From an optimization exercise on the open Yosys and OpenROAD flow, aimed at small area, a short achievable clock period and few clock cycles per item; shortcuts taken in it are not production practice. Function was checked by simulation only, so behaviour that the tests miss may differ from the original. Power is estimated from default activity; no workload was simulated.

==> flow/design.v <==
module dffhr (d, r, clk, q);
  parameter WIDTH = 1;
  input 			r;
  input 			clk;
  input 	[WIDTH-1:0] 	d;
  output 	[WIDTH-1:0] 	q;
  reg 		[WIDTH-1:0] 	q;
  always @ (posedge clk) 
    if ( r ) 
      q <= {WIDTH{1'b0}};
    else
      q <= d;
endmodule  
module sha1_add2 (x, y, s);
   input [31:0]  x, y;
   output [31:0] s;
   wire [31:0] p = x ^ y;
   wire [31:0] g0 = x & y;
   wire [31:0] g1, p1, g2, p2, g3, p3, g4, p4, g5;
   genvar i;
   generate
      for (i = 0; i < 32; i = i + 1) begin : l1
         if (i & 1) begin
            assign g1[i] = g0[i] | (p[i] & g0[i-1]);
            assign p1[i] = p[i] & p[i-1];
         end else begin
            assign g1[i] = g0[i];  assign p1[i] = p[i];
         end
      end
      for (i = 0; i < 32; i = i + 1) begin : l2
         if (i & 2) begin
            assign g2[i] = g1[i] | (p1[i] & g1[((i >> 1) << 1) - 1]);
            assign p2[i] = p1[i] & p1[((i >> 1) << 1) - 1];
         end else begin
            assign g2[i] = g1[i];  assign p2[i] = p1[i];
         end
      end
      for (i = 0; i < 32; i = i + 1) begin : l3
         if (i & 4) begin
            assign g3[i] = g2[i] | (p2[i] & g2[((i >> 2) << 2) - 1]);
            assign p3[i] = p2[i] & p2[((i >> 2) << 2) - 1];
         end else begin
            assign g3[i] = g2[i];  assign p3[i] = p2[i];
         end
      end
      for (i = 0; i < 32; i = i + 1) begin : l4
         if (i & 8) begin
            assign g4[i] = g3[i] | (p3[i] & g3[((i >> 3) << 3) - 1]);
            assign p4[i] = p3[i] & p3[((i >> 3) << 3) - 1];
         end else begin
            assign g4[i] = g3[i];  assign p4[i] = p3[i];
         end
      end
      for (i = 0; i < 32; i = i + 1) begin : l5
         if (i & 16) begin
            assign g5[i] = g4[i] | (p4[i] & g4[15]);
         end else begin
            assign g5[i] = g4[i];
         end
      end
   endgenerate
   assign s = p ^ {g5[30:0], 1'b0};
endmodule
module sha1_add3 (x, y, z, s);
   input [31:0]  x, y, z;
   output [31:0] s;
   wire [31:0] cs_s = x ^ y ^ z;
   wire [31:0] cs_c = (x & y) | (x & z) | (y & z);
   sha1_add2 add (.x(cs_s), .y({cs_c[30:0], 1'b0}), .s(s));
endmodule
module sha1_exec(clk, reset, start, data_in, load_in, cv,
  use_prev_cv, busy, out_valid, cv_next);
   input clk, reset;
   input start;
   input [31:0] data_in;
   input load_in;
   input [159:0] cv;
   input use_prev_cv;
   output        busy;
   output        out_valid;
   output [159:0] cv_next;
   reg            run;         
   reg [6:0]      e;           
   reg            feed_q;      
   reg            lost_q;      
   reg            have16;      
   reg            valid_q;
   reg            is0, is1, le15, ring_q, last_q, fold_q;
   reg            ysel_q;      
   reg            g0, g1, g2, g3;   
   reg            q1, q0, x12;      
   wire           start_nc = start & ~use_prev_cv;
   wire           step = is0 | (le15 ? feed_q : run);
   wire           pre = is0 | (is1 & ~feed_q & ~run);
   wire           stall = ~run & ~is0 & ~is1 & ~(le15 & feed_q);
   wire           start_rp = start & (~use_prev_cv | lost_q | stall);
   wire [6:0]     e_adv = step ? e + 7'd1 : e;
   wire           zero = reset | start_rp | last_q;
   wire [6:0]     e_n = zero ? 7'd0 : e_adv;
   always @(posedge clk) begin
      e       <= e_n;
      is0     <= zero | (e_adv == 7'd0);
      is1     <= ~zero & (e_adv == 7'd1);
      le15    <= zero | (e_adv <= 7'd15);
      ring_q  <= ~zero & (e_adv >= 7'd77);
      last_q  <= ~zero & (e_adv == 7'd81);
      ysel_q  <= ~zero & (e_adv == 7'd81);
      fold_q  <= ~zero & (e_adv == 7'd79);
      g0      <= zero | (e_adv <= 7'd20);
      g1      <= ~zero & (e_adv >= 7'd21) & (e_adv <= 7'd40);
      g2      <= ~zero & (e_adv >= 7'd41) & (e_adv <= 7'd60);
      g3      <= ~zero & (e_adv >= 7'd61);
      q1      <= ~zero & (e_adv >= 7'd41);
      q0      <= ~zero & (((e_adv >= 7'd21) & (e_adv <= 7'd40)) | (e_adv >= 7'd61));
      x12     <= ~zero & (e_adv >= 7'd21) & (e_adv <= 7'd60);
      if (reset) begin
         run     <= 1'b0;
         feed_q  <= 1'b0;
         lost_q  <= 1'b0;
         have16  <= 1'b0;
         valid_q <= 1'b0;
      end else begin
         run     <= start | (run & ~last_q);
         feed_q  <= load_in | (run & le15);
         lost_q  <= ~is0 & (lost_q | stall);
         have16  <= ~start & ~run & ~le15 & (feed_q | have16);
         valid_q <= last_q;
      end
   end
   assign out_valid = valid_q;
   assign busy = ~valid_q;
   reg [479:0]    wv;
   reg [31:0]     dq;
   wire [31:0]    wx = wv[479:448] ^ wv[415:384] ^ wv[223:192] ^ wv[63:32];
   wire [31:0]    wgen = {wx[30:0], wx[31]};
   wire           push = run | (feed_q & le15);
   wire           dq_hold = ~run & ~le15 & (feed_q | have16);
   always @(posedge clk) begin
      if (push)
        wv <= {wv[447:0], dq};
      if (~dq_hold)
        dq <= run ? (le15 ? wv[479:448] : wgen) : data_in;
   end
   wire [31:0]    wt = dq;
   reg [159:0]    h_q;
   wire [31:0]    h0 = h_q[159:128];
   wire [31:0]    h1 = h_q[127:96];
   wire [31:0]    h2 = h_q[95:64];
   wire [31:0]    h3 = h_q[63:32];
   wire [31:0]    h4 = h_q[31:0];
   reg [31:0]     a, b, c, d, F, P;
   wire [31:0]    b30 = {b[1:0], b[31:2]};
   wire [31:0]    fch  = (a & b30) | (~a & c);
   wire [31:0]    fpar = a ^ b30 ^ c;
   wire [31:0]    fmaj = (a & b30) | (a & c) | (b30 & c);
   wire [31:0]    f = g0 ? fch : (g2 ? fmaj : fpar);
   wire [31:0]    K = {q1, ~g2, g1, g0, 1'b1, x12, 1'b1, g2,
                      ~q1, q0, g3, x12, x12, 1'b0, ~g1, x12,
                      ~g0, ~g2, ~g3, ~q0, ~g3, g2, g1, ~g2,
                      1'b1, q1, g1, ~g1, ~q0, q1, g3, ~q1};
   wire [31:0]    p_n;
   sha1_add3 add_p (.x(d), .y(wt), .z(K), .s(p_n));
   wire [31:0]    a_sum;
   sha1_add3 add_a (.x({a[26:0], a[31:27]}), .y(F), .z(P), .s(a_sum));
   always @(posedge clk) begin
      if (pre) begin
         a <= h0;
         b <= {h1[29:0], h1[31:30]};
         c <= h2;
         d <= h3;
      end else begin
         a <= is1 ? h4 : a_sum;
         b <= a;
         c <= b30;
         d <= fold_q ? h1 : c;    
      end
      F <= f;
      P <= p_n;
   end
   wire [31:0]    y = ysel_q ? a : {a[1:0], a[31:2]};
   wire [31:0]    r_sum;
   sha1_add2 add_r (.x(h4), .y(y), .s(r_sum));
   always @(posedge clk)
     if (start_nc | ring_q)
       h_q <= ring_q ? {r_sum, h0, h1, h2, last_q ? a_sum : h3} :
                       {cv[127:0], cv[159:128]};
   assign cv_next = {h4, h0, h1, h2, h3};
endmodule  
export LEC_CHECK = 0
export ABC_AREA = 1
export CAP_MARGIN = 20
export CORE_MARGIN = 2
export CORE_UTILIZATION = 40
export CTS_CLUSTER_DIAMETER = 150
export CTS_CLUSTER_SIZE = 25
export SETUP_SLACK_MARGIN = 5
export SLEW_MARGIN = 20
create_clock -name core_clock -period 8.0 [get_ports {clk}]
standard.sh (not shown) runs the stock make flow with config.mk's settings and CLKGATE_MAP_FILE= SYNTH_SCRIPT=/design/flow/synth_recipe.tcl, a recipe that flattens the netlist after the stock synthesis.
==> flow/flow/run.sh <==
#!/bin/bash
# Layout flow: the standard ORFS flow (standard.sh, unchanged synthesis),
# with the input/output port buffers inserted as buf_1 instead of ORFS's
# default pick (the resizer upsizes them where timing needs it), and clock
# tree synthesis without dummy loads.
# The make output goes to flow_make.log here; each ORFS step keeps its own
# log under orfs/logs/.
set -euo pipefail
export BUFFER_PORTS_ARGS="-buffer_cell sky130_fd_sc_hd__buf_1"
export CTS_ARGS="-sink_clustering_enable -repair_clock_nets -sink_clustering_size 25 -sink_clustering_max_diameter 150 -dont_use_dummy_load"
bash standard.sh finish > flow_make.log 2>&1
The first run completed with no timing, DRC or antenna violations.
Testbench counts at the start, summed over its fixed seeds: cycles 33,032, blocks 384.
Next try:
--- a/flow/design.v
+++ b/flow/design.v
@@ -85,7 +85,6 @@
    reg            lost_q;      
    reg            have16;      
-   reg            valid_q;
-   reg            is0, is1, le15, ring_q, last_q, fold_q;
-   reg            ysel_q;      
+   reg            valid_q, busy_q;
+   reg            is0, is1, le15, ring_q, ysel_q, last_q;
    reg            g0, g1, g2, g3;   
    reg            q1, q0, x12;      
@@ -103,8 +102,7 @@
       is1     <= ~zero & (e_adv == 7'd1);
       le15    <= zero | (e_adv <= 7'd15);
-      ring_q  <= ~zero & (e_adv >= 7'd77);
-      last_q  <= ~zero & (e_adv == 7'd81);
-      ysel_q  <= ~zero & (e_adv == 7'd81);
-      fold_q  <= ~zero & (e_adv == 7'd79);
+      ring_q  <= ~zero & (e_adv >= 7'd78);
+      ysel_q  <= ~zero & (e_adv >= 7'd81);
+      last_q  <= ~zero & (e_adv == 7'd82);
       g0      <= zero | (e_adv <= 7'd20);
       g1      <= ~zero & (e_adv >= 7'd21) & (e_adv <= 7'd40);
@@ -120,4 +118,5 @@
          have16  <= 1'b0;
          valid_q <= 1'b0;
+         busy_q  <= 1'b1;
       end else begin
          run     <= start | (run & ~last_q);
@@ -126,8 +125,9 @@
          have16  <= ~start & ~run & ~le15 & (feed_q | have16);
          valid_q <= last_q;
+         busy_q  <= ~last_q;
       end
    end
    assign out_valid = valid_q;
-   assign busy = ~valid_q;
+   assign busy = busy_q;
    reg [479:0]    wv;
    reg [31:0]     dq;
@@ -165,13 +165,13 @@
    always @(posedge clk) begin
       if (pre) begin
-         a <= h0;
-         b <= {h1[29:0], h1[31:30]};
-         c <= h2;
-         d <= h3;
+         a <= h1;
+         b <= {h2[29:0], h2[31:30]};
+         c <= h3;
+         d <= h4;
       end else begin
-         a <= is1 ? h4 : a_sum;
+         a <= is1 ? h0 : a_sum;
          b <= a;
          c <= b30;
-         d <= fold_q ? h1 : c;    
+         d <= c;
       end
       F <= f;
@@ -183,6 +183,5 @@
    always @(posedge clk)
      if (start_nc | ring_q)
-       h_q <= ring_q ? {r_sum, h0, h1, h2, last_q ? a_sum : h3} :
-                       {cv[127:0], cv[159:128]};
-   assign cv_next = {h4, h0, h1, h2, h3};
+       h_q <= ring_q ? {r_sum, h0, h1, h2, h3} : cv;
+   assign cv_next = h_q;
 endmodule  
After rerunning: Setup slack is worse by 0.026 ns; core utilization is about the same; via count shrinks by 4.0%; maximum frequency fell by 0.87%; first-iteration DRC count is lower by 8.1%; synthesized area goes down by 1.7%; die area drops by 1.6%; non-clock buffer count drops by 8; critical path depth stays the same; total power climbs by 1.9%.
Testbench counts after the change, summed over its fixed seeds: cycles 33,416, blocks 384.

-- re-timing with driven ports --
How much do the figures lean on ideal ports? The routed layouts below were timed once more, with nothing changed but the port constraints.
Step 1 (the two cells are an assumption about what drives the block):
set clk [get_ports {clk}]
set_driving_cell -lib_cell sky130_fd_sc_hd__clkbuf_16 $clk
set_driving_cell -lib_cell sky130_fd_sc_hd__buf_2 [delete_from_list [all_inputs] $clk]
Step 2 times the ports against the registers' clock, not the clock port: input delays grow and output delays shrink by t, the midpoint of the rising clock arrivals with the driver on.
a / b / c = no drivers / after step 1 / after step 2; a / b = the first two.
run | t (ns) | slack for setup (ns) | worst slew at a driven data input, ns | cell pins on the clock port's net
the first run | 0.655 | 5.059 / 4.990 / 4.478 | 0.16 | 1
the second run | 0.661 | 5.034 / 4.960 / 4.574 | 0.11 | 1
After both steps every run listed still meets setup and hold. For the first run, which loses most, drivers alone change the setup slack by -0.069 ns; drivers and shift together by -0.581 ns.
